Background: an optimization exercise with open tools, aiming at small area, a short achievable clock period and few clock cycles. Do not read the settings as production practice. Function was checked by simulation only, so behaviour that the tests miss may differ from the original. Power figures rest on the tool's default switching activity, not on a simulated workload.

## flow/design.v

```verilog
`timescale 1ns/100ps
`default_nettype none
module m1(
input logic Clock,
input logic StartBit,
input logic Resetn,
input logic [15:0] ReadData,
output logic [15:0] WriteData,
output logic [17:0] SRAM_Address,
output logic Wen,
output logic StopBit
);
localparam logic [17:0] U_BASE   = 18'd38400;
localparam logic [17:0] V_BASE   = 18'd57600;
localparam logic [17:0] RGB_BASE = 18'd146944;
logic        run;
logic [4:0]  p;        
logic [15:0] S;        
logic [7:0]  col;      
logic [17:0] Wa;       
logic        w5, w6;   
logic        wr;       
logic        f0, f1, f157, f158, f159, quirk;    
assign Wen = ~wr;
always_ff @(posedge Clock or negedge Resetn) begin
	if (~Resetn) begin
		run <= 1'b0;
		p <= 5'b00001;
		S <= 16'd0;
		col <= 8'd156;
		Wa <= RGB_BASE;
		w5 <= 1'b0;
		w6 <= 1'b0;
		f0 <= 1'b0;
		f1 <= 1'b0;
		f157 <= 1'b0;
		f158 <= 1'b0;
		f159 <= 1'b0;
		quirk <= 1'b0;
		SRAM_Address <= 18'd0;
		wr <= 1'b0;
		StopBit <= 1'b0;
	end else if (~run) begin
		if (StartBit && ~StopBit) begin
			run <= 1'b1;
			SRAM_Address <= U_BASE;
		end
	end else begin
		p <= {p[3:0], p[4]};
		wr <= 1'b0;
		if (p[0] | p[2] | p[3]) begin
			SRAM_Address <= Wa;
			if (p[0] ? w6 : w5) begin
				wr <= 1'b1;
				Wa <= Wa + 18'd1;
			end
		end
		if (p[1]) begin
			SRAM_Address <= {2'b00, S - 16'd4};
			if (wr && (&SRAM_Address)) begin
				StopBit <= 1'b1;
				run <= 1'b0;
			end
		end
		if (p[4]) begin
			S <= S + 16'd1;
			col <= f159 ? 8'd0 : col + 8'd1;
			f0 <= f159;
			f1 <= f0;
			f157 <= (col == 8'd156);
			f158 <= f157;
			f159 <= f158;
			quirk <= (S == 16'd5);
			if (S == 16'd4) w5 <= 1'b1;
			if (S == 16'd5) w6 <= 1'b1;
			SRAM_Address <= (S[0] ? U_BASE + 18'd1 : V_BASE) + {3'b000, S[15:1]};
		end
	end
end
logic [7:0] ur [0:5];
logic [7:0] vr [0:5];
logic [15:0] upend;
logic [7:0]  vpend;
wire ins = run & p[2];
always_ff @(posedge Clock) begin
	for (int k = 0; k < 5; k++) begin
		ur[k] <= ur[k+1];
		vr[k] <= vr[k+1];
	end
	ur[5] <= ur[0];
	vr[5] <= vr[0];
	if (ins) begin
		ur[0] <= S[0] ? upend[15:8] : upend[7:0];
		vr[0] <= S[0] ? ReadData[15:8] : vpend;
	end
	if (ins & ~S[0]) upend <= ReadData;
	if (ins & S[0]) vpend <= ReadData[7:0];
end
logic [7:0] w [0:5];
always_comb begin
	if (p[3]) for (int k = 0; k < 6; k++) w[k] = ur[5-k];
	else      for (int k = 0; k < 6; k++) w[k] = vr[(10-k) % 6];
end
logic [7:0] a1, b1, a2, b2, a3, b3;
always_comb begin
	a1 = w[2];
	b1 = f159 ? w[2] : w[3];
	a2 = f0 ? w[2] : w[1];
	b2 = f159 ? w[2] : f158 ? w[3] : w[4];
	a3 = f0 ? w[2] : f1 ? w[1] : w[0];
	b3 = f159 ? w[2] : f158 ? w[3] : (f157 || quirk) ? w[4] : w[5];
end
logic [8:0] s1, s2, s3;
always_ff @(posedge Clock) begin
	s1 <= a1 + b1;
	s2 <= a2 + b2;
	s3 <= a3 + b3;
end
wire [8:0] io;
wire [10:0] io3;
m1_interp u_interp(.Clock(Clock), .s1(s1), .s2(s2), .s3(s3), .o(io), .o3(io3));
logic [8:0] uo;     
always_ff @(posedge Clock) uo <= io;
logic [15:0] yw;
always_ff @(posedge Clock) if (p[4]) yw <= ReadData;
wire [7:0] ue = ur[1];
wire [7:0] ve = vr[1];
wire [8:0] eu = {ue[7], ~ue[7], ue[6:0]};
wire [8:0] ev = {ve[7], ~ve[7], ve[6:0]};
wire [8:0] xu = p[0] ? eu : uo;
wire [7:0] xy = p[0] ? yw[15:8] : yw[7:0];
wire [22:0] xt;
m1_yterm u_yterm(.Y(xy), .T(xt));
logic [22:0] pt;
logic [8:0] pu, pv;
logic [10:0] pu3, pv3;
always_ff @(posedge Clock) begin
	pt <= xt;
	pu <= xu;
	pu3 <= {xu, 1'b0} + {2'b00, xu};
	if (p[0]) begin
		pv <= ev;
		pv3 <= {ev, 1'b0} + {2'b00, ev};
	end else begin
		pv <= io;
		pv3 <= io3;
	end
end
wire [7:0] rr, gg, bb;
m1_pix u_pix(.Clock(Clock), .T(pt), .U(pu), .U3(pu3), .V(pv), .V3(pv3), .R(rr), .G(gg), .B(bb));
logic [7:0]  bh;
logic [15:0] gbh;
always_ff @(posedge Clock) begin
	bh <= bb;
	gbh <= {gg, bb};
	if (p[2])      WriteData <= {rr, gg};
	else if (p[3]) WriteData <= {bh, rr};
	else if (p[4]) WriteData <= gbh;
end
endmodule
module m1_yterm(
input logic [7:0] Y,
output logic [24:2] T
);
wire yt_1 = Y[0] ^ Y[3];
wire yt_2 = Y[0] & Y[3];
wire yt_3 = Y[1] ^ Y[4];
wire yt_4 = Y[1] & Y[4];
wire yt_5 = Y[2] ^ Y[5];
wire yt_6 = Y[2] & Y[5];
wire yt_7 = Y[0] ^ Y[2];
wire yt_8 = Y[0] & Y[2];
wire yt_9 = Y[1] ^ Y[3] ^ Y[5];
wire yt_10 = (Y[1] & Y[3]) | (Y[1] & Y[5]) | (Y[3] & Y[5]);
wire yt_11 = Y[2] ^ Y[4] ^ Y[6];
wire yt_12 = (Y[2] & Y[4]) | (Y[2] & Y[6]) | (Y[4] & Y[6]);
wire yt_13 = Y[5] ^ Y[7] ^ yt_1;
wire yt_14 = (Y[5] & Y[7]) | (Y[5] & yt_1) | (Y[7] & yt_1);
wire yt_15 = Y[6] ^ yt_2 ^ yt_3;
wire yt_16 = (Y[6] & yt_2) | (Y[6] & yt_3) | (yt_2 & yt_3);
wire yt_17 = Y[7] ^ yt_4 ^ yt_5;
wire yt_18 = (Y[7] & yt_4) | (Y[7] & yt_5) | (yt_4 & yt_5);
wire yt_19 = Y[3] ^ Y[6] ^ yt_6;
wire yt_20 = (Y[3] & Y[6]) | (Y[3] & yt_6) | (Y[6] & yt_6);
wire yt_21 = Y[4] ^ Y[7];
wire yt_22 = Y[4] & Y[7];
wire yt_23 = Y[0] ^ Y[2];
wire yt_24 = Y[0] & Y[2];
wire yt_25 = ~1'b0 ^ Y[1] ^ Y[3];
wire yt_26 = (~1'b0 & Y[1]) | (~1'b0 & Y[3]) | (Y[1] & Y[3]);
wire yt_27 = ~1'b0 ^ Y[4] ^ yt_7;
wire yt_28 = (~1'b0 & Y[4]) | (~1'b0 & yt_7) | (Y[4] & yt_7);
wire yt_29 = ~1'b0 ^ yt_8 ^ yt_9;
wire yt_30 = (~1'b0 & yt_8) | (~1'b0 & yt_9) | (yt_8 & yt_9);
wire yt_31 = ~1'b0 ^ yt_10 ^ yt_11;
wire yt_32 = (~1'b0 & yt_10) | (~1'b0 & yt_11) | (yt_10 & yt_11);
wire yt_33 = ~1'b0 ^ yt_12 ^ yt_13;
wire yt_34 = (~1'b0 & yt_12) | (~1'b0 & yt_13) | (yt_12 & yt_13);
wire yt_35 = ~1'b0 ^ yt_14 ^ yt_15;
wire yt_36 = (~1'b0 & yt_14) | (~1'b0 & yt_15) | (yt_14 & yt_15);
wire yt_37 = ~1'b0 ^ yt_16 ^ yt_17;
wire yt_38 = (~1'b0 & yt_16) | (~1'b0 & yt_17) | (yt_16 & yt_17);
wire yt_39 = ~1'b0 ^ yt_18 ^ yt_19;
wire yt_40 = (~1'b0 & yt_18) | (~1'b0 & yt_19) | (yt_18 & yt_19);
wire yt_41 = ~1'b0 ^ yt_21 ^ yt_20;
wire yt_42 = (~1'b0 & yt_21) | (~1'b0 & yt_20) | (yt_21 & yt_20);
wire yt_43 = ~1'b0 ^ Y[5] ^ yt_22;
wire yt_44 = (~1'b0 & Y[5]) | (~1'b0 & yt_22) | (Y[5] & yt_22);
wire yt_45 = ~1'b0 ^ Y[6];
wire yt_46 = ~1'b0 & Y[6];
wire yt_47 = ~1'b0 ^ Y[7];
wire yt_48 = ~1'b0 & Y[7];
wire [24:0] yt_a = {yt_48, yt_46, yt_44, yt_42, yt_40, yt_38, yt_36, yt_34, yt_32, yt_30, yt_28, yt_26, yt_24, yt_23, ~1'b0, Y[0], ~Y[6], ~Y[5], ~Y[4], ~Y[3], ~Y[2], ~Y[1], ~1'b0, 1'b0, 1'b0};
wire [24:0] yt_b = {~1'b0, yt_47, yt_45, yt_43, yt_41, yt_39, yt_37, yt_35, yt_33, yt_31, yt_29, yt_27, yt_25, ~1'b0, Y[1], ~Y[7], 1'b0, 1'b0, 1'b0, 1'b0, 1'b0, 1'b0, ~Y[0], 1'b0, 1'b0};
wire [24:0] yts = yt_a + yt_b;
assign T = yts[24:2];
endmodule
module m1_pix(
input logic Clock,
input logic [24:2] T,
input logic [8:0] U,
input logic [10:0] U3,
input logic [8:0] V,
input logic [10:0] V3,
output logic [7:0] R,
output logic [7:0] G,
output logic [7:0] B
);
wire r_1 = T[8] ^ V[1];
wire r_2 = T[8] & V[1];
wire r_3 = T[9] ^ V[2];
wire r_4 = T[9] & V[2];
wire r_5 = T[10] ^ V[3] ^ V[6];
wire r_6 = (T[10] & V[3]) | (T[10] & V[6]) | (V[3] & V[6]);
wire r_7 = T[11] ^ V3[0] ^ V[4];
wire r_8 = (T[11] & V3[0]) | (T[11] & V[4]) | (V3[0] & V[4]);
wire r_9 = T[12] ^ V3[1];
wire r_10 = T[12] & V3[1];
wire r_11 = T[15] ^ V3[0];
wire r_12 = T[15] & V3[0];
wire r_13 = T[6] ^ V[2];
wire r_14 = T[6] & V[2];
wire r_15 = T[7] ^ V[0] ^ V[3];
wire r_16 = (T[7] & V[0]) | (T[7] & V[3]) | (V[0] & V[3]);
wire r_17 = V[4] ^ V3[8] ^ r_1;
wire r_18 = (V[4] & V3[8]) | (V[4] & r_1) | (V3[8] & r_1);
wire r_19 = V[5] ^ V3[9] ^ r_2;
wire r_20 = (V[5] & V3[9]) | (V[5] & r_2) | (V3[9] & r_2);
wire r_21 = V3[10] ^ r_4 ^ r_5;
wire r_22 = (V3[10] & r_4) | (V3[10] & r_5) | (r_4 & r_5);
wire r_23 = V[7] ^ r_6 ^ r_7;
wire r_24 = (V[7] & r_6) | (V[7] & r_7) | (r_6 & r_7);
wire r_25 = V[5] ^ V[8] ^ r_9;
wire r_26 = (V[5] & V[8]) | (V[5] & r_9) | (V[8] & r_9);
wire r_27 = T[13] ^ V3[2] ^ V[6];
wire r_28 = (T[13] & V3[2]) | (T[13] & V[6]) | (V3[2] & V[6]);
wire r_29 = T[14] ^ V3[3] ^ V[7];
wire r_30 = (T[14] & V3[3]) | (T[14] & V[7]) | (V3[3] & V[7]);
wire r_31 = V3[4] ^ V[8] ^ r_11;
wire r_32 = (V3[4] & V[8]) | (V3[4] & r_11) | (V[8] & r_11);
wire r_33 = T[16] ^ V3[1] ^ V3[5];
wire r_34 = (T[16] & V3[1]) | (T[16] & V3[5]) | (V3[1] & V3[5]);
wire r_35 = T[17] ^ V3[2];
wire r_36 = T[17] & V3[2];
wire r_37 = T[18] ^ V3[3] ^ V3[7];
wire r_38 = (T[18] & V3[3]) | (T[18] & V3[7]) | (V3[3] & V3[7]);
wire r_39 = T[19] ^ V3[4];
wire r_40 = T[19] & V3[4];
wire r_41 = T[20] ^ V3[5] ^ V3[9];
wire r_42 = (T[20] & V3[5]) | (T[20] & V3[9]) | (V3[5] & V3[9]);
wire r_43 = T[21] ^ V3[6];
wire r_44 = T[21] & V3[6];
wire r_45 = T[22] ^ V3[7];
wire r_46 = T[22] & V3[7];
wire r_47 = T[4] ^ V[0];
wire r_48 = T[4] & V[0];
wire r_49 = T[5] ^ V[1] ^ V3[5];
wire r_50 = (T[5] & V[1]) | (T[5] & V3[5]) | (V[1] & V3[5]);
wire r_51 = ~1'b0 ^ V3[6] ^ r_13;
wire r_52 = (~1'b0 & V3[6]) | (~1'b0 & r_13) | (V3[6] & r_13);
wire r_53 = V3[7] ^ r_14 ^ r_15;
wire r_54 = (V3[7] & r_14) | (V3[7] & r_15) | (r_14 & r_15);
wire r_55 = ~1'b0 ^ r_16 ^ r_17;
wire r_56 = (~1'b0 & r_16) | (~1'b0 & r_17) | (r_16 & r_17);
wire r_57 = r_3 ^ r_18 ^ r_19;
wire r_58 = (r_3 & r_18) | (r_3 & r_19) | (r_18 & r_19);
wire r_59 = ~1'b0 ^ r_20 ^ r_21;
wire r_60 = (~1'b0 & r_20) | (~1'b0 & r_21) | (r_20 & r_21);
wire r_61 = ~1'b0 ^ r_22 ^ r_23;
wire r_62 = (~1'b0 & r_22) | (~1'b0 & r_23) | (r_22 & r_23);
wire r_63 = r_8 ^ r_25 ^ r_24;
wire r_64 = (r_8 & r_25) | (r_8 & r_24) | (r_25 & r_24);
wire r_65 = r_10 ^ r_27 ^ r_26;
wire r_66 = (r_10 & r_27) | (r_10 & r_26) | (r_27 & r_26);
wire r_67 = ~1'b0 ^ r_28 ^ r_29;
wire r_68 = (~1'b0 & r_28) | (~1'b0 & r_29) | (r_28 & r_29);
wire r_69 = ~1'b0 ^ r_30 ^ r_31;
wire r_70 = (~1'b0 & r_30) | (~1'b0 & r_31) | (r_30 & r_31);
wire r_71 = r_12 ^ r_33 ^ r_32;
wire r_72 = (r_12 & r_33) | (r_12 & r_32) | (r_33 & r_32);
wire r_73 = V3[6] ^ r_35 ^ r_34;
wire r_74 = (V3[6] & r_35) | (V3[6] & r_34) | (r_35 & r_34);
wire r_75 = ~1'b0 ^ r_36 ^ r_37;
wire r_76 = (~1'b0 & r_36) | (~1'b0 & r_37) | (r_36 & r_37);
wire r_77 = V3[8] ^ r_39 ^ r_38;
wire r_78 = (V3[8] & r_39) | (V3[8] & r_38) | (r_39 & r_38);
wire r_79 = ~1'b0 ^ r_40 ^ r_41;
wire r_80 = (~1'b0 & r_40) | (~1'b0 & r_41) | (r_40 & r_41);
wire r_81 = V3[10] ^ r_43 ^ r_42;
wire r_82 = (V3[10] & r_43) | (V3[10] & r_42) | (r_43 & r_42);
wire r_83 = ~1'b0 ^ r_44 ^ r_45;
wire r_84 = (~1'b0 & r_44) | (~1'b0 & r_45) | (r_44 & r_45);
wire r_85 = T[23] ^ V3[8] ^ r_46;
wire r_86 = (T[23] & V3[8]) | (T[23] & r_46) | (V3[8] & r_46);
wire r_87 = T[24] ^ V3[9];
wire r_88 = T[24] & V3[9];
wire r_89 = ~1'b0 ^ V3[10];
wire r_90 = ~1'b0 & V3[10];
wire [26:0] r_a = {r_90, r_88, r_86, r_84, r_82, r_80, r_78, r_76, r_74, r_72, r_70, r_68, r_66, r_64, r_62, r_60, r_58, r_56, r_54, r_52, r_50, r_48, r_47, T[3], T[2], V3[1], V3[0]};
wire [26:0] r_b = {~1'b0, r_89, r_87, r_85, r_83, r_81, r_79, r_77, r_75, r_73, r_71, r_69, r_67, r_65, r_63, r_61, r_59, r_57, r_55, r_53, r_51, r_49, V3[4], V3[3], V3[2], 1'b0, 1'b0};
wire [18:0] r_lo = {1'b0, r_a[17:0]} + {1'b0, r_b[17:0]};
logic [26:18] r_ha, r_hb;
logic r_c;
logic [17:16] r_l;
always_ff @(posedge Clock) begin
	r_ha <= r_a[26:18];
	r_hb <= r_b[26:18];
	r_c <= r_lo[18];
	r_l <= r_lo[17:16];
end
wire [26:18] r_s = r_ha + r_hb + {{(8){1'b0}}, r_c};
wire [26:16] r_f = {r_s, r_l};
assign R = r_f[26] ? 8'd0 : (|r_f[25:24]) ? 8'd255 : r_f[23:16];
wire g_1 = ~1'b0 ^ ~U3[2];
wire g_2 = ~1'b0 & ~U3[2];
wire g_3 = 1'b0 ^ U3[3] ^ V[1];
wire g_4 = (1'b0 & U3[3]) | (1'b0 & V[1]) | (U3[3] & V[1]);
wire g_5 = ~U3[4] ^ ~V[2];
wire g_6 = ~U3[4] & ~V[2];
wire g_7 = 1'b0 ^ U3[5] ^ V[3];
wire g_8 = (1'b0 & U3[5]) | (1'b0 & V[3]) | (U3[5] & V[3]);
wire g_9 = ~1'b0 ^ ~U3[6];
wire g_10 = ~1'b0 & ~U3[6];
wire g_11 = ~U[0] ^ ~U3[7];
wire g_12 = ~U[0] & ~U3[7];
wire g_13 = 1'b0 ^ U[1] ^ U3[8];
wire g_14 = (1'b0 & U[1]) | (1'b0 & U3[8]) | (U[1] & U3[8]);
wire g_15 = U[2] ^ U3[9] ^ V[0];
wire g_16 = (U[2] & U3[9]) | (U[2] & V[0]) | (U3[9] & V[0]);
wire g_17 = U3[0] ^ U[3] ^ U3[10];
wire g_18 = (U3[0] & U[3]) | (U3[0] & U3[10]) | (U[3] & U3[10]);
wire g_19 = ~V[1] ^ ~V[8];
wire g_20 = ~V[1] & ~V[8];
wire g_21 = U3[1] ^ U[4] ^ V3[0];
wire g_22 = (U3[1] & U[4]) | (U3[1] & V3[0]) | (U[4] & V3[0]);
wire g_23 = T[14] ^ ~V[2];
wire g_24 = T[14] & ~V[2];
wire g_25 = 1'b0 ^ U3[2] ^ U[5];
wire g_26 = (1'b0 & U3[2]) | (1'b0 & U[5]) | (U3[2] & U[5]);
wire g_27 = ~T[15] ^ V3[1] ^ V[3];
wire g_28 = (~T[15] & V3[1]) | (~T[15] & V[3]) | (V3[1] & V[3]);
wire g_29 = 1'b0 ^ U3[3] ^ U[6];
wire g_30 = (1'b0 & U3[3]) | (1'b0 & U[6]) | (U3[3] & U[6]);
wire g_31 = ~T[16] ^ V3[2] ^ V[4];
wire g_32 = (~T[16] & V3[2]) | (~T[16] & V[4]) | (V3[2] & V[4]);
wire g_33 = U3[4] ^ U[7] ^ V3[3];
wire g_34 = (U3[4] & U[7]) | (U3[4] & V3[3]) | (U[7] & V3[3]);
wire g_35 = T[17] ^ ~V[5];
wire g_36 = T[17] & ~V[5];
wire g_37 = U3[5] ^ U[8] ^ V3[4];
wire g_38 = (U3[5] & U[8]) | (U3[5] & V3[4]) | (U[8] & V3[4]);
wire g_39 = T[18] ^ ~V[6];
wire g_40 = T[18] & ~V[6];
wire g_41 = 1'b0 ^ U3[6] ^ V3[5];
wire g_42 = (1'b0 & U3[6]) | (1'b0 & V3[5]) | (U3[6] & V3[5]);
wire g_43 = T[19] ^ ~V[7];
wire g_44 = T[19] & ~V[7];
wire g_45 = 1'b0 ^ U3[7] ^ V3[6];
wire g_46 = (1'b0 & U3[7]) | (1'b0 & V3[6]) | (U3[7] & V3[6]);
wire g_47 = T[20] ^ ~V[8];
wire g_48 = T[20] & ~V[8];
wire g_49 = 1'b0 ^ U3[8] ^ V3[7];
wire g_50 = (1'b0 & U3[8]) | (1'b0 & V3[7]) | (U3[8] & V3[7]);
wire g_51 = ~1'b0 ^ ~U3[9];
wire g_52 = ~1'b0 & ~U3[9];
wire g_53 = ~1'b0 ^ ~U3[10];
wire g_54 = ~1'b0 & ~U3[10];
wire g_55 = ~1'b0 ^ ~U3[0];
wire g_56 = ~1'b0 & ~U3[0];
wire g_57 = ~U3[1] ^ ~V[4];
wire g_58 = ~U3[1] & ~V[4];
wire g_59 = ~T[5] ^ V[0] ^ V[5];
wire g_60 = (~T[5] & V[0]) | (~T[5] & V[5]) | (V[0] & V[5]);
wire g_61 = T[6] ^ ~V[6] ^ g_2;
wire g_62 = (T[6] & ~V[6]) | (T[6] & g_2) | (~V[6] & g_2);
wire g_63 = T[7] ^ ~V[7] ^ g_5;
wire g_64 = (T[7] & ~V[7]) | (T[7] & g_5) | (~V[7] & g_5);
wire g_65 = T[8] ^ ~V[8] ^ g_6;
wire g_66 = (T[8] & ~V[8]) | (T[8] & g_6) | (~V[8] & g_6);
wire g_67 = T[9] ^ ~V[4] ^ g_9;
wire g_68 = (T[9] & ~V[4]) | (T[9] & g_9) | (~V[4] & g_9);
wire g_69 = T[10] ^ g_10 ^ g_11;
wire g_70 = (T[10] & g_10) | (T[10] & g_11) | (g_10 & g_11);
wire g_71 = T[11] ^ ~V[6] ^ g_12;
wire g_72 = (T[11] & ~V[6]) | (T[11] & g_12) | (~V[6] & g_12);
wire g_73 = V[7] ^ g_14 ^ g_15;
wire g_74 = (V[7] & g_14) | (V[7] & g_15) | (g_14 & g_15);
wire g_75 = T[13] ^ g_19 ^ ~g_16;
wire g_76 = (T[13] & g_19) | (T[13] & ~g_16) | (g_19 & ~g_16);
wire g_77 = g_20 ^ g_23 ^ ~g_18;
wire g_78 = (g_20 & g_23) | (g_20 & ~g_18) | (g_23 & ~g_18);
wire g_79 = g_22 ^ g_25 ^ g_27;
wire g_80 = (g_22 & g_25) | (g_22 & g_27) | (g_25 & g_27);
wire g_81 = g_26 ^ g_28 ^ g_29;
wire g_82 = (g_26 & g_28) | (g_26 & g_29) | (g_28 & g_29);
wire g_83 = g_30 ^ g_32 ^ g_33;
wire g_84 = (g_30 & g_32) | (g_30 & g_33) | (g_32 & g_33);
wire g_85 = g_36 ^ g_39 ^ ~g_34;
wire g_86 = (g_36 & g_39) | (g_36 & ~g_34) | (g_39 & ~g_34);
wire g_87 = g_40 ^ g_43 ^ ~g_38;
wire g_88 = (g_40 & g_43) | (g_40 & ~g_38) | (g_43 & ~g_38);
wire g_89 = g_44 ^ g_47 ^ ~g_42;
wire g_90 = (g_44 & g_47) | (g_44 & ~g_42) | (g_47 & ~g_42);
wire g_91 = T[21] ^ g_48 ^ ~g_46;
wire g_92 = (T[21] & g_48) | (T[21] & ~g_46) | (g_48 & ~g_46);
wire g_93 = T[22] ^ ~V3[8] ^ g_51;
wire g_94 = (T[22] & ~V3[8]) | (T[22] & g_51) | (~V3[8] & g_51);
wire g_95 = T[23] ^ g_52 ^ g_53;
wire g_96 = (T[23] & g_52) | (T[23] & g_53) | (g_52 & g_53);
wire g_97 = 1'b0 ^ ~T[24] ^ V3[10];
wire g_98 = (1'b0 & ~T[24]) | (1'b0 & V3[10]) | (~T[24] & V3[10]);
wire g_99 = T[3] ^ g_55;
wire g_100 = T[3] & g_55;
wire g_101 = T[4] ^ g_56 ^ g_57;
wire g_102 = (T[4] & g_56) | (T[4] & g_57) | (g_56 & g_57);
wire g_103 = g_58 ^ g_1 ^ ~g_59;
wire g_104 = (g_58 & g_1) | (g_58 & ~g_59) | (g_1 & ~g_59);
wire g_105 = g_60 ^ g_3 ^ ~g_61;
wire g_106 = (g_60 & g_3) | (g_60 & ~g_61) | (g_3 & ~g_61);
wire g_107 = ~g_4 ^ g_62 ^ g_63;
wire g_108 = (~g_4 & g_62) | (~g_4 & g_63) | (g_62 & g_63);
wire g_109 = ~g_7 ^ g_64 ^ g_65;
wire g_110 = (~g_7 & g_64) | (~g_7 & g_65) | (g_64 & g_65);
wire g_111 = ~g_8 ^ g_66 ^ g_67;
wire g_112 = (~g_8 & g_66) | (~g_8 & g_67) | (g_66 & g_67);
wire g_113 = ~V[5] ^ g_68 ^ g_69;
wire g_114 = (~V[5] & g_68) | (~V[5] & g_69) | (g_68 & g_69);
wire g_115 = ~g_13 ^ g_70 ^ g_71;
wire g_116 = (~g_13 & g_70) | (~g_13 & g_71) | (g_70 & g_71);
wire g_117 = T[12] ^ g_72 ^ ~g_73;
wire g_118 = (T[12] & g_72) | (T[12] & ~g_73) | (g_72 & ~g_73);
wire g_119 = g_17 ^ g_74 ^ ~g_75;
wire g_120 = (g_17 & g_74) | (g_17 & ~g_75) | (g_74 & ~g_75);
wire g_121 = ~g_21 ^ g_76 ^ g_77;
wire g_122 = (~g_21 & g_76) | (~g_21 & g_77) | (g_76 & g_77);
wire g_123 = g_24 ^ g_78 ^ ~g_79;
wire g_124 = (g_24 & g_78) | (g_24 & ~g_79) | (g_78 & ~g_79);
wire g_125 = g_31 ^ g_80 ^ g_81;
wire g_126 = (g_31 & g_80) | (g_31 & g_81) | (g_80 & g_81);
wire g_127 = ~g_35 ^ g_82 ^ g_83;
wire g_128 = (~g_35 & g_82) | (~g_35 & g_83) | (g_82 & g_83);
wire g_129 = g_37 ^ g_84 ^ ~g_85;
wire g_130 = (g_37 & g_84) | (g_37 & ~g_85) | (g_84 & ~g_85);
wire g_131 = ~g_41 ^ g_86 ^ g_87;
wire g_132 = (~g_41 & g_86) | (~g_41 & g_87) | (g_86 & g_87);
wire g_133 = ~g_45 ^ g_88 ^ g_89;
wire g_134 = (~g_45 & g_88) | (~g_45 & g_89) | (g_88 & g_89);
wire g_135 = ~g_49 ^ g_90 ^ g_91;
wire g_136 = (~g_49 & g_90) | (~g_49 & g_91) | (g_90 & g_91);
wire g_137 = ~g_50 ^ g_92 ^ g_93;
wire g_138 = (~g_50 & g_92) | (~g_50 & g_93) | (g_92 & g_93);
wire g_139 = ~V3[9] ^ g_94 ^ g_95;
wire g_140 = (~V3[9] & g_94) | (~V3[9] & g_95) | (g_94 & g_95);
wire g_141 = g_54 ^ ~g_97 ^ g_96;
wire g_142 = (g_54 & ~g_97) | (g_54 & g_96) | (~g_97 & g_96);
wire [26:0] g_a = {~1'b0, g_142, g_140, g_138, g_136, g_134, g_132, ~g_130, ~g_128, ~g_126, g_124, g_122, ~g_120, g_118, g_116, g_114, g_112, g_110, g_108, ~g_106, g_104, g_102, g_100, g_99, T[2], ~V[1], ~1'b0};
wire [26:0] g_b = {1'b0, ~g_98, g_141, g_139, g_137, g_135, g_133, g_131, ~g_129, ~g_127, ~g_125, g_123, g_121, ~g_119, g_117, g_115, g_113, g_111, g_109, g_107, ~g_105, g_103, g_101, ~V[3], ~V[2], 1'b0, ~V[0]};
wire [18:0] g_lo = {1'b0, g_a[17:0]} + {1'b0, g_b[17:0]};
logic [26:18] g_ha, g_hb;
logic g_c;
logic [17:16] g_l;
always_ff @(posedge Clock) begin
	g_ha <= g_a[26:18];
	g_hb <= g_b[26:18];
	g_c <= g_lo[18];
	g_l <= g_lo[17:16];
end
wire [26:18] g_s = g_ha + g_hb + {{(8){1'b0}}, g_c};
wire [26:16] g_f = {g_s, g_l};
assign G = g_f[26] ? 8'd0 : (|g_f[25:24]) ? 8'd255 : g_f[23:16];
wire b_1 = T[8] ^ U[1];
wire b_2 = T[8] & U[1];
wire b_3 = T[9] ^ U[2];
wire b_4 = T[9] & U[2];
wire b_5 = T[10] ^ U[0] ^ U[3];
wire b_6 = (T[10] & U[0]) | (T[10] & U[3]) | (U[0] & U[3]);
wire b_7 = U3[7] ^ U3[10];
wire b_8 = U3[7] & U3[10];
wire b_9 = T[11] ^ U[1] ^ U[4];
wire b_10 = (T[11] & U[1]) | (T[11] & U[4]) | (U[1] & U[4]);
wire b_11 = T[12] ^ U[2];
wire b_12 = T[12] & U[2];
wire b_13 = T[13] ^ U[3];
wire b_14 = T[13] & U[3];
wire b_15 = T[14] ^ U[4];
wire b_16 = T[14] & U[4];
wire b_17 = T[15] ^ U[5];
wire b_18 = T[15] & U[5];
wire b_19 = T[6] ^ U3[3];
wire b_20 = T[6] & U3[3];
wire b_21 = T[7] ^ U[0] ^ U3[4];
wire b_22 = (T[7] & U[0]) | (T[7] & U3[4]) | (U[0] & U3[4]);
wire b_23 = U3[5] ^ U3[8] ^ b_1;
wire b_24 = (U3[5] & U3[8]) | (U3[5] & b_1) | (U3[8] & b_1);
wire b_25 = U3[6] ^ U3[9] ^ b_2;
wire b_26 = (U3[6] & U3[9]) | (U3[6] & b_2) | (U3[9] & b_2);
wire b_27 = b_4 ^ b_7 ^ b_5;
wire b_28 = (b_4 & b_7) | (b_4 & b_5) | (b_7 & b_5);
wire b_29 = U3[8] ^ b_8 ^ b_6;
wire b_30 = (U3[8] & b_8) | (U3[8] & b_6) | (b_8 & b_6);
wire b_31 = U[5] ^ U3[9] ^ b_11;
wire b_32 = (U[5] & U3[9]) | (U[5] & b_11) | (U3[9] & b_11);
wire b_33 = U[6] ^ U3[10] ^ b_12;
wire b_34 = (U[6] & U3[10]) | (U[6] & b_12) | (U3[10] & b_12);
wire b_35 = U[7] ^ b_14 ^ b_15;
wire b_36 = (U[7] & b_14) | (U[7] & b_15) | (b_14 & b_15);
wire b_37 = U[8] ^ b_16 ^ b_17;
wire b_38 = (U[8] & b_16) | (U[8] & b_17) | (b_16 & b_17);
wire b_39 = T[16] ^ U[6];
wire b_40 = T[16] & U[6];
wire b_41 = T[17] ^ U[0];
wire b_42 = T[17] & U[0];
wire b_43 = T[18] ^ U[1];
wire b_44 = T[18] & U[1];
wire b_45 = T[19] ^ U[2];
wire b_46 = T[19] & U[2];
wire b_47 = T[3] ^ U3[0];
wire b_48 = T[3] & U3[0];
wire b_49 = T[4] ^ U3[1] ^ U3[4];
wire b_50 = (T[4] & U3[1]) | (T[4] & U3[4]) | (U3[1] & U3[4]);
wire b_51 = T[5] ^ U3[2] ^ U3[5];
wire b_52 = (T[5] & U3[2]) | (T[5] & U3[5]) | (U3[2] & U3[5]);
wire b_53 = ~1'b0 ^ U3[6] ^ b_19;
wire b_54 = (~1'b0 & U3[6]) | (~1'b0 & b_19) | (U3[6] & b_19);
wire b_55 = U3[7] ^ b_20 ^ b_21;
wire b_56 = (U3[7] & b_20) | (U3[7] & b_21) | (b_20 & b_21);
wire b_57 = ~1'b0 ^ b_22 ^ b_23;
wire b_58 = (~1'b0 & b_22) | (~1'b0 & b_23) | (b_22 & b_23);
wire b_59 = b_3 ^ b_24 ^ b_25;
wire b_60 = (b_3 & b_24) | (b_3 & b_25) | (b_24 & b_25);
wire b_61 = ~1'b0 ^ b_26 ^ b_27;
wire b_62 = (~1'b0 & b_26) | (~1'b0 & b_27) | (b_26 & b_27);
wire b_63 = b_9 ^ b_28 ^ b_29;
wire b_64 = (b_9 & b_28) | (b_9 & b_29) | (b_28 & b_29);
wire b_65 = b_10 ^ b_30 ^ b_31;
wire b_66 = (b_10 & b_30) | (b_10 & b_31) | (b_30 & b_31);
wire b_67 = b_13 ^ b_32 ^ b_33;
wire b_68 = (b_13 & b_32) | (b_13 & b_33) | (b_32 & b_33);
wire b_69 = ~1'b0 ^ b_34 ^ b_35;
wire b_70 = (~1'b0 & b_34) | (~1'b0 & b_35) | (b_34 & b_35);
wire b_71 = ~1'b0 ^ b_36 ^ b_37;
wire b_72 = (~1'b0 & b_36) | (~1'b0 & b_37) | (b_36 & b_37);
wire b_73 = b_18 ^ b_39 ^ b_38;
wire b_74 = (b_18 & b_39) | (b_18 & b_38) | (b_39 & b_38);
wire b_75 = U[7] ^ b_40 ^ b_41;
wire b_76 = (U[7] & b_40) | (U[7] & b_41) | (b_40 & b_41);
wire b_77 = U[8] ^ b_42 ^ b_43;
wire b_78 = (U[8] & b_42) | (U[8] & b_43) | (b_42 & b_43);
wire b_79 = ~1'b0 ^ b_44 ^ b_45;
wire b_80 = (~1'b0 & b_44) | (~1'b0 & b_45) | (b_44 & b_45);
wire b_81 = T[20] ^ U[3] ^ b_46;
wire b_82 = (T[20] & U[3]) | (T[20] & b_46) | (U[3] & b_46);
wire b_83 = ~1'b0 ^ T[21] ^ U[4];
wire b_84 = (~1'b0 & T[21]) | (~1'b0 & U[4]) | (T[21] & U[4]);
wire b_85 = ~1'b0 ^ T[22] ^ U[5];
wire b_86 = (~1'b0 & T[22]) | (~1'b0 & U[5]) | (T[22] & U[5]);
wire b_87 = ~1'b0 ^ T[23] ^ U[6];
wire b_88 = (~1'b0 & T[23]) | (~1'b0 & U[6]) | (T[23] & U[6]);
wire b_89 = ~1'b0 ^ T[24] ^ U[7];
wire b_90 = (~1'b0 & T[24]) | (~1'b0 & U[7]) | (T[24] & U[7]);
wire [26:0] b_a = {~1'b0, b_90, b_88, b_86, b_84, b_82, b_80, b_78, b_76, b_74, b_72, b_70, b_68, b_66, b_64, b_62, b_60, b_58, b_56, b_54, b_52, b_50, b_48, b_47, T[2], U3[1], U3[0]};
wire [26:0] b_b = {1'b0, U[8], b_89, b_87, b_85, b_83, b_81, b_79, b_77, b_75, b_73, b_71, b_69, b_67, b_65, b_63, b_61, b_59, b_57, b_55, b_53, b_51, b_49, U3[3], U3[2], 1'b0, 1'b0};
wire [18:0] b_lo = {1'b0, b_a[17:0]} + {1'b0, b_b[17:0]};
logic [26:18] b_ha, b_hb;
logic b_c;
logic [17:16] b_l;
always_ff @(posedge Clock) begin
	b_ha <= b_a[26:18];
	b_hb <= b_b[26:18];
	b_c <= b_lo[18];
	b_l <= b_lo[17:16];
end
wire [26:18] b_s = b_ha + b_hb + {{(8){1'b0}}, b_c};
wire [26:16] b_f = {b_s, b_l};
assign B = b_f[26] ? 8'd0 : (|b_f[25:24]) ? 8'd255 : b_f[23:16];
endmodule
module m1_interp(
input logic Clock,
input logic [8:0] s1,
input logic [8:0] s2,
input logic [8:0] s3,
output logic [8:0] o,
output logic [10:0] o3
);
wire ip_1 = s1[0] ^ s1[2];
wire ip_2 = s1[0] & s1[2];
wire ip_3 = s1[1] ^ s1[3];
wire ip_4 = s1[1] & s1[3];
wire ip_5 = s1[0] ^ s2[1];
wire ip_6 = s1[0] & s2[1];
wire ip_7 = 1'b0 ^ s1[6] ^ s2[0];
wire ip_8 = (1'b0 & s1[6]) | (1'b0 & s2[0]) | (s1[6] & s2[0]);
wire ip_9 = s1[1] ^ s2[2] ^ s3[2];
wire ip_10 = (s1[1] & s2[2]) | (s1[1] & s3[2]) | (s2[2] & s3[2]);
wire ip_11 = 1'b0 ^ s1[7] ^ s2[1];
wire ip_12 = (1'b0 & s1[7]) | (1'b0 & s2[1]) | (s1[7] & s2[1]);
wire ip_13 = s2[3] ^ s3[3] ^ s3[5];
wire ip_14 = (s2[3] & s3[3]) | (s2[3] & s3[5]) | (s3[3] & s3[5]);
wire ip_15 = s3[7] ^ ip_1;
wire ip_16 = s3[7] & ip_1;
wire ip_17 = s1[8] ^ s2[2] ^ s2[6];
wire ip_18 = (s1[8] & s2[2]) | (s1[8] & s2[6]) | (s2[2] & s2[6]);
wire ip_19 = s2[4] ^ s3[4] ^ s3[6];
wire ip_20 = (s2[4] & s3[4]) | (s2[4] & s3[6]) | (s3[4] & s3[6]);
wire ip_21 = s3[8] ^ ip_2 ^ ip_3;
wire ip_22 = (s3[8] & ip_2) | (s3[8] & ip_3) | (ip_2 & ip_3);
wire ip_23 = ~1'b0 ^ s1[2] ^ s1[4];
wire ip_24 = (~1'b0 & s1[2]) | (~1'b0 & s1[4]) | (s1[2] & s1[4]);
wire ip_25 = s2[3] ^ ~s2[5] ^ s2[7];
wire ip_26 = (s2[3] & ~s2[5]) | (s2[3] & s2[7]) | (~s2[5] & s2[7]);
wire ip_27 = s3[5] ^ s3[7] ^ ip_4;
wire ip_28 = (s3[5] & s3[7]) | (s3[5] & ip_4) | (s3[7] & ip_4);
wire ip_29 = ~1'b0 ^ s1[3] ^ s1[5];
wire ip_30 = (~1'b0 & s1[3]) | (~1'b0 & s1[5]) | (s1[3] & s1[5]);
wire ip_31 = s2[4] ^ ~s2[6] ^ s2[8];
wire ip_32 = (s2[4] & ~s2[6]) | (s2[4] & s2[8]) | (~s2[6] & s2[8]);
wire ip_33 = s3[6] ^ s3[8];
wire ip_34 = s3[6] & s3[8];
wire ip_35 = s1[4] ^ s1[6] ^ s2[7];
wire ip_36 = (s1[4] & s1[6]) | (s1[4] & s2[7]) | (s1[6] & s2[7]);
wire ip_37 = s1[5] ^ s1[7];
wire ip_38 = s1[5] & s1[7];
wire ip_39 = ~1'b0 ^ ~s1[2];
wire ip_40 = ~1'b0 & ~s1[2];
wire ip_41 = ~s1[3] ^ ~s2[1];
wire ip_42 = ~s1[3] & ~s2[1];
wire ip_43 = s1[4] ^ ~s2[0] ^ s2[2];
wire ip_44 = (s1[4] & ~s2[0]) | (s1[4] & s2[2]) | (~s2[0] & s2[2]);
wire ip_45 = s3[0] ^ s3[2];
wire ip_46 = s3[0] & s3[2];
wire ip_47 = s1[5] ^ s2[3] ^ ~s3[1];
wire ip_48 = (s1[5] & s2[3]) | (s1[5] & ~s3[1]) | (s2[3] & ~s3[1]);
wire ip_49 = s3[3] ^ s3[5] ^ ip_5;
wire ip_50 = (s3[3] & s3[5]) | (s3[3] & ip_5) | (s3[5] & ip_5);
wire ip_51 = s3[4] ^ s3[6] ^ ip_6;
wire ip_52 = (s3[4] & s3[6]) | (s3[4] & ip_6) | (s3[6] & ip_6);
wire ip_53 = s2[4] ^ ip_7 ^ ~ip_9;
wire ip_54 = (s2[4] & ip_7) | (s2[4] & ~ip_9) | (ip_7 & ~ip_9);
wire ip_55 = s2[5] ^ ip_8 ^ ip_11;
wire ip_56 = (s2[5] & ip_8) | (s2[5] & ip_11) | (ip_8 & ip_11);
wire ip_57 = ip_10 ^ ip_13 ^ ip_15;
wire ip_58 = (ip_10 & ip_13) | (ip_10 & ip_15) | (ip_13 & ip_15);
wire ip_59 = ip_12 ^ ~ip_14 ^ ip_17;
wire ip_60 = (ip_12 & ~ip_14) | (ip_12 & ip_17) | (~ip_14 & ip_17);
wire ip_61 = ip_19 ^ ip_16 ^ ip_21;
wire ip_62 = (ip_19 & ip_16) | (ip_19 & ip_21) | (ip_16 & ip_21);
wire ip_63 = ~ip_18 ^ ip_20 ^ ip_23;
wire ip_64 = (~ip_18 & ip_20) | (~ip_18 & ip_23) | (ip_20 & ip_23);
wire ip_65 = ~ip_25 ^ ip_22 ^ ip_27;
wire ip_66 = (~ip_25 & ip_22) | (~ip_25 & ip_27) | (ip_22 & ip_27);
wire ip_67 = ip_33 ^ ip_24 ^ ip_29;
wire ip_68 = (ip_33 & ip_24) | (ip_33 & ip_29) | (ip_24 & ip_29);
wire ip_69 = ip_26 ^ ip_31 ^ ~ip_28;
wire ip_70 = (ip_26 & ip_31) | (ip_26 & ~ip_28) | (ip_31 & ~ip_28);
wire ip_71 = s3[7] ^ ip_34 ^ ip_30;
wire ip_72 = (s3[7] & ip_34) | (s3[7] & ip_30) | (ip_34 & ip_30);
wire ip_73 = s2[5] ^ ip_32 ^ ~ip_35;
wire ip_74 = (s2[5] & ip_32) | (s2[5] & ~ip_35) | (ip_32 & ~ip_35);
wire ip_75 = 1'b0 ^ s2[6] ^ ~s2[8];
wire ip_76 = (1'b0 & s2[6]) | (1'b0 & ~s2[8]) | (s2[6] & ~s2[8]);
wire ip_77 = s3[8] ^ ip_37 ^ ip_36;
wire ip_78 = (s3[8] & ip_37) | (s3[8] & ip_36) | (ip_37 & ip_36);
wire ip_79 = ~1'b0 ^ s1[6] ^ s1[8];
wire ip_80 = (~1'b0 & s1[6]) | (~1'b0 & s1[8]) | (s1[6] & s1[8]);
wire ip_81 = ~s2[7] ^ ip_38;
wire ip_82 = ~s2[7] & ip_38;
wire ip_83 = ~1'b0 ^ ~s2[8];
wire ip_84 = ~1'b0 & ~s2[8];
wire ip_85 = s3[0] ^ s3[2];
wire ip_86 = s3[0] & s3[2];
wire ip_87 = s3[1] ^ s3[3] ^ ip_40;
wire ip_88 = (s3[1] & s3[3]) | (s3[1] & ip_40) | (s3[3] & ip_40);
wire ip_89 = s3[4] ^ ip_45 ^ ip_42;
wire ip_90 = (s3[4] & ip_45) | (s3[4] & ip_42) | (ip_45 & ip_42);
wire ip_91 = ~ip_46 ^ ip_44 ^ ip_47;
wire ip_92 = (~ip_46 & ip_44) | (~ip_46 & ip_47) | (ip_44 & ip_47);
wire ip_93 = ~ip_48 ^ ip_50 ^ ip_51;
wire ip_94 = (~ip_48 & ip_50) | (~ip_48 & ip_51) | (ip_50 & ip_51);
wire ip_95 = ~ip_52 ^ ip_54 ^ ip_55;
wire ip_96 = (~ip_52 & ip_54) | (~ip_52 & ip_55) | (ip_54 & ip_55);
wire ip_97 = ip_56 ^ ip_59 ^ ~ip_58;
wire ip_98 = (ip_56 & ip_59) | (ip_56 & ~ip_58) | (ip_59 & ~ip_58);
wire ip_99 = ip_63 ^ ip_62 ^ ip_65;
wire ip_100 = (ip_63 & ip_62) | (ip_63 & ip_65) | (ip_62 & ip_65);
wire ip_101 = ip_64 ^ ip_67 ^ ip_66;
wire ip_102 = (ip_64 & ip_67) | (ip_64 & ip_66) | (ip_67 & ip_66);
wire ip_103 = ip_68 ^ ip_71 ^ ~ip_73;
wire ip_104 = (ip_68 & ip_71) | (ip_68 & ~ip_73) | (ip_71 & ~ip_73);
wire ip_105 = ~ip_75 ^ ip_72 ^ ip_77;
wire ip_106 = (~ip_75 & ip_72) | (~ip_75 & ip_77) | (ip_72 & ip_77);
wire ip_107 = ip_79 ^ ip_81 ^ ip_78;
wire ip_108 = (ip_79 & ip_81) | (ip_79 & ip_78) | (ip_81 & ip_78);
wire ip_109 = s1[7] ^ ip_83 ^ ip_80;
wire ip_110 = (s1[7] & ip_83) | (s1[7] & ip_80) | (ip_83 & ip_80);
wire ip_111 = s1[8] ^ ip_84;
wire ip_112 = s1[8] & ip_84;
wire ip_113 = ~1'b0 ^ ~s1[0];
wire ip_114 = ~1'b0 & ~s1[0];
wire ip_115 = ~s1[1] ^ s3[1];
wire ip_116 = ~s1[1] & s3[1];
wire ip_117 = ~s2[0] ^ ip_85 ^ ip_39;
wire ip_118 = (~s2[0] & ip_85) | (~s2[0] & ip_39) | (ip_85 & ip_39);
wire ip_119 = ip_86 ^ ip_41 ^ ip_87;
wire ip_120 = (ip_86 & ip_41) | (ip_86 & ip_87) | (ip_41 & ip_87);
wire ip_121 = ~ip_43 ^ ip_88 ^ ip_89;
wire ip_122 = (~ip_43 & ip_88) | (~ip_43 & ip_89) | (ip_88 & ip_89);
wire ip_123 = ip_90 ^ ip_49 ^ ~ip_91;
wire ip_124 = (ip_90 & ip_49) | (ip_90 & ~ip_91) | (ip_49 & ~ip_91);
wire ip_125 = ip_92 ^ ip_53 ^ ~ip_93;
wire ip_126 = (ip_92 & ip_53) | (ip_92 & ~ip_93) | (ip_53 & ~ip_93);
wire ip_127 = ip_57 ^ ip_94 ^ ~ip_95;
wire ip_128 = (ip_57 & ip_94) | (ip_57 & ~ip_95) | (ip_94 & ~ip_95);
wire ip_129 = ~ip_61 ^ ip_96 ^ ip_97;
wire ip_130 = (~ip_61 & ip_96) | (~ip_61 & ip_97) | (ip_96 & ip_97);
wire ip_131 = ip_60 ^ ip_98 ^ ~ip_99;
wire ip_132 = (ip_60 & ip_98) | (ip_60 & ~ip_99) | (ip_98 & ~ip_99);
wire ip_133 = ~ip_69 ^ ip_100 ^ ip_101;
wire ip_134 = (~ip_69 & ip_100) | (~ip_69 & ip_101) | (ip_100 & ip_101);
wire ip_135 = ~ip_70 ^ ip_103 ^ ip_102;
wire ip_136 = (~ip_70 & ip_103) | (~ip_70 & ip_102) | (ip_103 & ip_102);
wire ip_137 = ~ip_74 ^ ip_105 ^ ip_104;
wire ip_138 = (~ip_74 & ip_105) | (~ip_74 & ip_104) | (ip_105 & ip_104);
wire ip_139 = ~ip_76 ^ ip_106 ^ ip_107;
wire ip_140 = (~ip_76 & ip_106) | (~ip_76 & ip_107) | (ip_106 & ip_107);
wire ip_141 = ip_82 ^ ip_109 ^ ip_108;
wire ip_142 = (ip_82 & ip_109) | (ip_82 & ip_108) | (ip_109 & ip_108);
wire ip_143 = ~1'b0 ^ ip_111 ^ ip_110;
wire ip_144 = (~1'b0 & ip_111) | (~1'b0 & ip_110) | (ip_111 & ip_110);
wire ip_145 = ~1'b0 ^ ip_112;
wire ip_146 = ~1'b0 & ip_112;
wire [16:0] ip_a = {ip_144, ip_142, ip_140, ip_138, ip_136, ip_134, ~ip_132, ~ip_130, ip_128, ~ip_126, ip_124, ip_122, ip_120, ip_118, ip_116, ip_114, ip_113};
wire [16:0] ip_b = {ip_145, ip_143, ip_141, ip_139, ip_137, ip_135, ip_133, ~ip_131, ~ip_129, ip_127, ~ip_125, ip_123, ip_121, ip_119, ip_117, ip_115, s3[0]};
wire [8:0] ip_lo = {1'b0, ip_a[7:0]} + {1'b0, ip_b[7:0]};
logic [16:8] ip_ha, ip_hb;
logic ip_c;
always_ff @(posedge Clock) begin
	ip_ha <= ip_a[16:8];
	ip_hb <= ip_b[16:8];
	ip_c <= ip_lo[8];
end
wire [16:8] ip_s = ip_ha + ip_hb + {{(8){1'b0}}, ip_c};
assign o = ip_s[16:8];
assign o3 = {o, 1'b0} + {2'b00, o};
endmodule
```

## flow/run.sh

```bash
#!/bin/bash
# synth_recipe.tcl (not shown) runs the flow's synth.tcl, then flattens the netlist and writes it again
# the make line also repeats each setting of config.mk as NAME=value (left out here)
make -C /OpenROAD-flow-scripts/flow DESIGN_CONFIG=/design/flow/config.mk WORK_HOME=/design/flow/orfs CLKGATE_MAP_FILE= SYNTH_SCRIPT=/design/flow/synth_recipe.tcl finish
```

## flow/config.mk

```make
export PLATFORM = sky130hd
export DESIGN_NAME = m1
export DESIGN_NICKNAME = m1
export VERILOG_FILES = /design/flow/design.v
export SDC_FILE = /design/flow/constraint.sdc
export NUM_CORES = 4
export LEC_CHECK = 0
export CAP_MARGIN = 20
export CORE_MARGIN = 2
export CORE_UTILIZATION = 40
export SLEW_MARGIN = 20
```

## flow/constraint.sdc

```tcl
create_clock -name core_clock -period 12.0 [get_ports {Clock}]
set_input_delay 2.4000 -clock core_clock [delete_from_list [all_inputs] [get_ports {Clock}]]
set_output_delay 2.4000 -clock core_clock [all_outputs]
set_load 0.01 [all_outputs]
```

==> results of run 1 <==
[registers in the layout, summed over array words and instances, names as in the netlist, 11 cells and up]
name	cells
S	16
SRAM_Address	18
Wa	18
WriteData	16
gbh	16
pt	23
pu3	11
pv3	11
upend	16
ur	48
vr	48
yw	16
[stage by stage]
stage	total power (uW)	instance area, um^2	util (%)	setup WS [ns]	cells
6_report	2860	27600	44.9	7.49	3288
5_1_grt	2950	27600	44.9	7.24	3287
4_1_cts	2890	27500	44.9	7.48	3287
3_5_place_dp	1480	26000	42.4	7.35	3204
3_3_place_gp	1480	26000	42.4	7.49	3204
2_1_floorplan	1460	24700	-	7.70	2410
[Yosys cell counts, drive strengths merged (5+ instances only)]
| cell | number | area [um^2] |
|---|---|---|
| a211oi | 26 | 200 |
| a21boi | 6 | 45.0 |
| a21o | 42 | 315 |
| a21oi | 121 | 609 |
| a221oi | 5 | 61.3 |
| a2bb2oi | 5 | 43.8 |
| a31o | 6 | 52.6 |
| and3 | 12 | 75.1 |
| buf | 15 | 72.6 |
| clkbuf | 44 | 166 |
| dfrtp | 65 | 1630 |
| dfstp | 11 | 289 |
| dfxtp | 286 | 5730 |
| edfxtp | 56 | 1680 |
| fa | 163 | 3260 |
| ha | 256 | 3200 |
| inv | 416 | 1560 |
| mux2 | 30 | 342 |
| mux2i | 58 | 593 |
| mux4 | 8 | 180 |
| nand2 | 148 | 556 |
| nand2b | 14 | 87.6 |
| nand3 | 35 | 175 |
| nand4 | 20 | 125 |
| nor2 | 127 | 477 |
| nor2b | 19 | 119 |
| nor3 | 25 | 141 |
| nor3b | 8 | 60.1 |
| nor4 | 8 | 62.6 |
| o211ai | 5 | 37.5 |
| o21a | 25 | 188 |
| o21ai | 107 | 547 |
| o21bai | 11 | 82.6 |
| o221ai | 9 | 78.8 |
| o22ai | 8 | 50.1 |
| or2 | 12 | 75.1 |
| or3 | 11 | 68.8 |
| xnor2 | 88 | 771 |
| xor2 | 42 | 368 |
[routing by layer]
metal | up-vias | GRT usage [%]
met2 | 346 | 32.5
met1 | 8031 | 23.6
met4 | 2 | 6.85
li1 | 8106 | -
met3 | 102 | 3.57
met5 | - | 0
[critical path: cells and delay by family, from the launching register on]
kind / cells / cell delay (ns)
compound gates: 5 / 1.18
xor+xnor: 1 / 0.14
fa+ha+maj: 4 / 1.37
buf+inv: 3 / 0.29
flops: 1 / 0.78
mux: 1 / 0.62
[logic make-up after synthesis]
group | synth area share [%]
buffers and inverters | 7.30
AND/OR/NAND/NOR | 8.68
adder cells (fa/ha/maj) | 26.3
flip-flops | 37.8
AO/OA/AOI/OAI | 10.8
XOR/XNOR | 4.62
multiplexers | 4.52
[area by class of cell]
class                      instances  area share, %
inverter                         416           5.67
antenna                            1        0.00908
sequential                       418           33.8
clock buffer                      61           4.90
tap                              790           3.59
clock inverter                    22          0.604
timing repair buffer              63           2.21
multi-input combinational       1517           49.2
[power by group through the flow]
stage               Combinational [uW]  Sequential, uW  Clock [uW]
floorplan                         2.96            1460           0
global placement                  26.6            1460           0
detailed placement                27.1            1460           0
CTS                               27.4            1430        1440
global route                      29.1            1430        1490
finish                            26.3            1430        1400
[worst paths after layout]
path | end | cells after the start
max | pt[20]$_DFF_P_ | 14
min | vr[1][2]$_DFF_P_ | 0
max reg2reg | pt[20]$_DFF_P_ | 14
min reg2reg | vr[1][2]$_DFF_P_ | 0
max in group asynchronous | p[3]$_DFFE_PN0P_ | 1
min in group asynchronous | col[1]$_DFFE_PN0P_ | 1
==> results.sh, run 1 <==
export IMPL_rows=91
export IMPL_peakVddDrop_v=0.0000881
export IMPL_fill_cells=5721
export IMPL_postSynthCellCount=2410
export IMPL_crit_start="p[0]$_DFFE_PN1P_"
export IMPL_final_cell_mix="inv_1, dfxtp_1, ha_1"
export IMPL_internal_power_uw=2230
export IMPL_routed_wl_mm=58.7
export IMPL_clk_pin_slew_worst_paths_ns=0.06
export IMPL_tightest_slew_ns=0.989
export IMPL_hold_start="vr[2][2]$_DFF_P_"
export IMPL_cp_arrival_ns=5.00
export IMPL_syn_avg_cell_area_um2=10.2
export IMPL_gp_congestion=0.923
export IMPL_insertion_delay_ns=0.61
export IMPL_die_x_um=252
export IMPL_drv_cap=0
export IMPL_antenna_found_initial=1
export IMPL_synth_flop_cell="dfxtp_1"
export IMPL_core_area_um2=61400
export IMPL_synth_warnings=6
export IMPL_postRouteAntennaNets=0
export IMPL_root_buffer="clkbuf_16"
export IMPL_syn_nets=2848
export IMPL_htreeDepth=2
export IMPL_cp_max_fo=16
export IMPL_cts_setup_buffers=0
export IMPL_period_needed_ns=4.51
export IMPL_slew_violations=0
export IMPL_avgRoutedWirePerCell_um=17.9
export IMPL_dieArea_um2=63700
export IMPL_critPathSlowestCell="dfstp_2"
export IMPL_start_util_pct=40.2
export IMPL_rsz0062_at_grt="no"
export IMPL_rrSetupSlack_ns=7.49
export IMPL_portBuffers=54
export IMPL_areaGrowthSynthToFinish_pct=11.7
export IMPL_p_comb_share_pct=0.9
export IMPL_required_ns=12.49
export IMPL_status="complete, no violations"
export IMPL_multiInputGateArea_um2=13500
export IMPL_p_clk_share_pct=49.1
export IMPL_drtIter0Drc=834
export IMPL_grt_overflow=0
export IMPL_whs_ns=0.341
export IMPL_first_global_vias=17500
export IMPL_synthesis_area_um2=24700
export IMPL_crit_type="reg -> reg"
export IMPL_setup_viol=0
export IMPL_critPathCaptureType="register"
export IMPL_drtPass1Iterations=5
export IMPL_vias=16600
export IMPL_layout_commonest_cell="inv_1"
export IMPL_ios=55
export IMPL_timing_rr_start="p[0]$_DFFE_PN1P_"
export IMPL_critPathLaunchType="register"
export IMPL_grt_max_degree=77
export IMPL_slowest_delay_ns=0.78
export IMPL_met1_length_mm=25.6
export IMPL_switching_share_pct=21.8
export IMPL_finalHoldViolations=0
export IMPL_dpl_hpwl_mm=46.5
export IMPL_regArea_um2=9330
export IMPL_grt_pass1_wl_mm=94.0
export IMPL_synth_seq_cells=418
export IMPL_cts_tree="built"
export IMPL_cts_sinks=418
export IMPL_skew_ns=0.0303
export IMPL_drc=0
export IMPL_cts_resized=0
export IMPL_p_sw_uw=623
export IMPL_synth_edf_count=56
export IMPL_cts_buffers=47
export IMPL_num_nets_final=2901
export IMPL_p_leak_uw=0.0125
export IMPL_clockBufferDepth=3
export IMPL_tns_ns=0
export IMPL_ys_seq_area_share_pct=37.8
export IMPL_power_frac_seq_pct=50.0
export IMPL_dr_wl_met3_mm=2.85
export IMPL_p_per_area_nw_per_um2=104
export IMPL_path_cells="mux2i_1 > inv_1 > ha_1 > inv_1 > fa_1 > ha_1 > inv_1 > ha_1 > a21o_1 > a21o_1 > a221o_1 > o2bb2ai_1 > o41a_1 > xor2_1"
export IMPL_finalCritPeriodShare_pct=37.6
export IMPL_dr_wl_met2_mm=28.3
export IMPL_hp_class="reg -> reg"
export IMPL_die_h_um=252
export IMPL_ctsHoldBuffers=0
export IMPL_maxUsedRoutingLayer="met5"
export IMPL_synth_distinct_cells=85
export IMPL_maxClockFrequency_mhz=222
export IMPL_grt_usage_pct=18.9
export IMPL_async_flop_share_pct=18.2
export IMPL_slew_headroom_pct=33.9
export IMPL_drive_above_1_share_pct=6.77
export IMPL_viasPerCell=5.04
Testbench counts, summed over its fixed seeds: cycles 1,152,168.
==> run 2, diff against run 1 <==
--- a/flow/design.v
+++ b/flow/design.v
@@ -23,2 +23,3 @@
 logic        f0, f1, f157, f158, f159, quirk;    
+logic        start;    
 assign Wen = ~wr;
@@ -27,2 +28,3 @@
 		run <= 1'b0;
+		start <= 1'b0;
 		p <= 5'b00001;
@@ -43,3 +45,4 @@
 	end else if (~run) begin
-		if (StartBit && ~StopBit) begin
+		start <= StartBit;
+		if (start && ~StopBit) begin
 			run <= 1'b1;
@@ -123,4 +126,7 @@
 always_ff @(posedge Clock) uo <= io;
-logic [15:0] yw;
-always_ff @(posedge Clock) if (p[4]) yw <= ReadData;
+logic [7:0] yb, yl;
+always_ff @(posedge Clock) begin
+	yb <= p[4] ? ReadData[15:8] : yl;
+	if (p[4]) yl <= ReadData[7:0];
+end
 wire [7:0] ue = ur[1];
@@ -130,5 +136,4 @@
 wire [8:0] xu = p[0] ? eu : uo;
-wire [7:0] xy = p[0] ? yw[15:8] : yw[7:0];
 wire [22:0] xt;
-m1_yterm u_yterm(.Y(xy), .T(xt));
+m1_yterm u_yterm(.Y(yb), .T(xt));
 logic [22:0] pt;
==> results.sh, run 2 <==
export IMPL_crit_family="buffers and inverters"
export IMPL_drc=0
export IMPL_internal_power_uw=2330
export IMPL_required_ns=9.60
export IMPL_htreeDepth=2
export IMPL_dpl_hpwl_mm=46.0
export IMPL_ios=55
export IMPL_dr_wl_met3_mm=2.41
export IMPL_drtPass1Iterations=6
export IMPL_synth_warnings=6
export IMPL_peakVddDrop_v=0.0000933
export IMPL_synth_top_cell_by_area="dfxtp_1"
export IMPL_setup_viol=0
export IMPL_tns_ns=0
export IMPL_critPathCaptureType="primary output"
export IMPL_insertion_delay_ns=0.58
export IMPL_synth_seq_cells=419
export IMPL_postSynthCellCount=2348
export IMPL_ctsHoldBuffers=0
export IMPL_synth_xor_xnor_area_share_pct=4.56
export IMPL_synth_edf_count=48
export IMPL_yosysMostFrequentCell="inv_1"
export IMPL_synth_top_cell_area_share_pct=24.1
export IMPL_synth_flop_cell="dfxtp_1"
export IMPL_synth_common_cells="inv_1, dfxtp_1, ha_1"
export IMPL_critPathLaunchType="register"
export IMPL_hp_class="reg -> reg"
export IMPL_cts_sinks=419
export IMPL_grt_pass1_wl_mm=91.4
export IMPL_grt_overflow=0
export IMPL_period_needed_ns=3.99
export IMPL_routed_wl_mm=57.7
export IMPL_netlist_top_cells_area="dfxtp_1, fa_1, ha_1"
export IMPL_switching_share_pct=20.2
export IMPL_diodes=0
export IMPL_core_area_um2=60400
export IMPL_finalPower_uw=2920
export IMPL_critPathBufInv=2
export IMPL_clockBufferDepth=3
export IMPL_drive_above_1_share_pct=6.77
export IMPL_async_flop_share_pct=18.4
export IMPL_grt_max_degree=78
export IMPL_largestRegisters="ur (48), vr (48), pt (23)"
export IMPL_root_buffer="clkbuf_16"
export IMPL_power_frac_seq_pct=48.9
export IMPL_rows=90
export IMPL_synth_simple_gate_area_share_pct=7.94
export IMPL_tightest_slew_ns=1.02
export IMPL_dr_wl_met2_mm=26.3
export IMPL_die_x_um=251
export IMPL_final_cell_mix="inv_1, dfxtp_1, ha_1"
export IMPL_clk_pin_slew_worst_paths_ns=0.06
export IMPL_dieArea_um2=63000
export IMPL_rsz0062_at_grt="no"
export IMPL_cp_max_fo=3
export IMPL_status="complete, no violations"
export IMPL_start_util_pct=40.4
export IMPL_drtIter0Drc=779
export IMPL_critPathSlowestCell="clkdlybuf4s50_1"
export IMPL_p_per_area_nw_per_um2=107
export IMPL_viasPerCell=4.96
export IMPL_cts_buffers=44
export IMPL_synthesis_area_um2=24400
export IMPL_synth_mux_area_fraction_pct=5.13
export IMPL_grt_usage_pct=18.6
export IMPL_vias=16000
export IMPL_antenna_found_initial=0
export IMPL_avgRoutedWirePerCell_um=17.9
export IMPL_finalHoldViolations=0
export IMPL_finalCritPeriodShare_pct=33.3
export IMPL_cp_arrival_ns=1.59
export IMPL_drv_cap=0
export IMPL_ys_seq_area_share_pct=38.0
export IMPL_portBuffers=54
export IMPL_areaGrowthSynthToFinish_pct=12.0
export IMPL_die_h_um=251
export IMPL_syn_avg_cell_area_um2=10.4
export IMPL_maxClockFrequency_mhz=251
export IMPL_p_sw_uw=588
export IMPL_num_nets_final=2839
export IMPL_skew_ns=0.0249
export IMPL_final_util_pct=45.3
export IMPL_first_global_vias=16500
export IMPL_cts_resized=0
export IMPL_slew_headroom_pct=31.9
export IMPL_syn_nets=2786
export IMPL_synth_compound_area_share_pct=10.4
export IMPL_path_cells="inv_1 > clkdlybuf4s50_1"
export IMPL_postRouteAntennaNets=0
export IMPL_p_comb_share_pct=0.8
export IMPL_maxUsedRoutingLayer="met4"
export IMPL_synth_distinct_cells=85
export IMPL_met1_length_mm=27.4
export IMPL_slowest_delay_ns=0.52
export IMPL_cts_setup_buffers=0
export IMPL_synth_top_family_by_area="adder cells"
export IMPL_p_clk_share_pct=50.3
export IMPL_p_leak_uw=0.0125
export IMPL_synth_fa_ha_area_share_pct=26.5
export IMPL_layout_commonest_cell="inv_1"
export IMPL_crit_type="reg -> out"
export IMPL_cts_tree="built"
export IMPL_gp_congestion=0.894
export IMPL_slew_violations=0
## run 2: cell count changes in the layout (fill, tap and decap cells not counted), sizes merged, moves of 9 or more
cell / before / now
o21bai: 11 / 21
nor2: 127 / 118
nand2: 148 / 121
a21o: 42 / 33
a21oi: 121 / 111
nand3: 35 / 24
a211oi: 26 / 10
nor3: 25 / 16
nand2b: 14 / 28
or2: 12 / 2
## run 2: per-stage QoR
stage / hold WS [ns] / instance area (um^2) / worst slack, ns / instances
2_1_floorplan: 0.324 / 24400 / 8.51 / 2348
3_3_place_gp: 0.328 / 25800 / 8.29 / 3137
3_5_place_dp: 0.331 / 25800 / 8.14 / 3137
4_1_cts: 0.345 / 27300 / 7.97 / 3218
5_1_grt: 0.349 / 27300 / 7.85 / 3218
6_report: 0.345 / 27300 / 8.01 / 3218
## run 2: cells by family after synthesis
kind of cell,after synthesis
AOI/OAI and AO/OA,393
xor gates and xnor gates,127
adders and majority gates,420
buffers and inverters,480
DFF,419
muxes,108
and+or+nand+nor,401
## run 2: per-layer routing
| layer | GRT usage, % | vias to the layer above |
|---|---|---|
| li1 | - | 7854 |
| met1 | 25.9 | 7714 |
| met2 | 30.2 | 309 |
| met3 | 2.81 | 79 |
| met4 | 5.56 | 0 |
| met5 | 0 | - |
## run 2: path summary, 6_finish.rpt
| path | start | cells past startpoint | to | slack, ns |
|---|---|---|---|---|
| min in group asynchronous | Resetn | 1 | S[12]$_DFFE_PN0P_ | 1.97 |
| min | ur[3][5]$_DFF_P_ | 0 | ur[2][5]$_DFF_P_ | 0.35 |
| max in group asynchronous | Resetn | 1 | p[3]$_DFFE_PN0P_ | 9.26 |
| max reg2reg | pu3[0]$_DFF_P_ | 12 | u_pix.b_l[17]$_DFF_P_ | 8.07 |
| max | wr$_DFFE_PN0P_ | 2 | Wen | 8.01 |
| min reg2reg | ur[3][5]$_DFF_P_ | 0 | ur[2][5]$_DFF_P_ | 0.35 |
## run 2: final cells by class
cell class	count	area, um^2
Tap cell	782	978
Inverter	425	1600
Clock inverter	16	267
Timing Repair Buffer	62	598
Fill cell	5607	33000
Multi-Input combinational cell	1449	13300
Clock buffer	65	1320
Sequential cell	419	9270
## run 2: power groups by stage
stage	Sequential (uW)	Combinational, uW	Clock, uW
finish	1430	22.9	1470
global route	1420	25.1	1550
global placement	1460	23.2	0
floorplan	1460	2.98	0
detailed placement	1460	23.4	0
CTS	1430	23.5	1500
Testbench counts of run 2, summed over its fixed seeds: cycles 1,152,174.

## port drivers added, routing unchanged
The flow's constraints put no driver on any port. The routed layouts listed below were extracted and timed again, unchanged, in two steps. Step 1: set_driving_cell puts a clkbuf_16 on Clock and a buf_2 on each other input, an assumption about the parent block. Step 2 moves the port delays by t, midway between the first and last clock arrival at a register: inputs arrive t later, outputs are due t later. That takes back most of the time a late clock gives input paths. a / b / c = no drivers / after step 1 / after step 2; a / b = the first two.
run | shift t [ns] | setup slack, ns | clock arrival spread, ns | slew at the worst register clock pin (ns)
run 1 | 0.658 | 7.490 / 7.490 / 7.310 | 0.033 / 0.034 | 0.06 / 0.06
run 2 | 0.631 | 8.008 / 7.945 / 8.072 | 0.028 / 0.028 | 0.07 / 0.07
After both steps setup and hold are still met in every run listed. The setup slack of run 1, which loses most, moves by 0.000 ns with the drivers and by -0.180 ns with both steps.
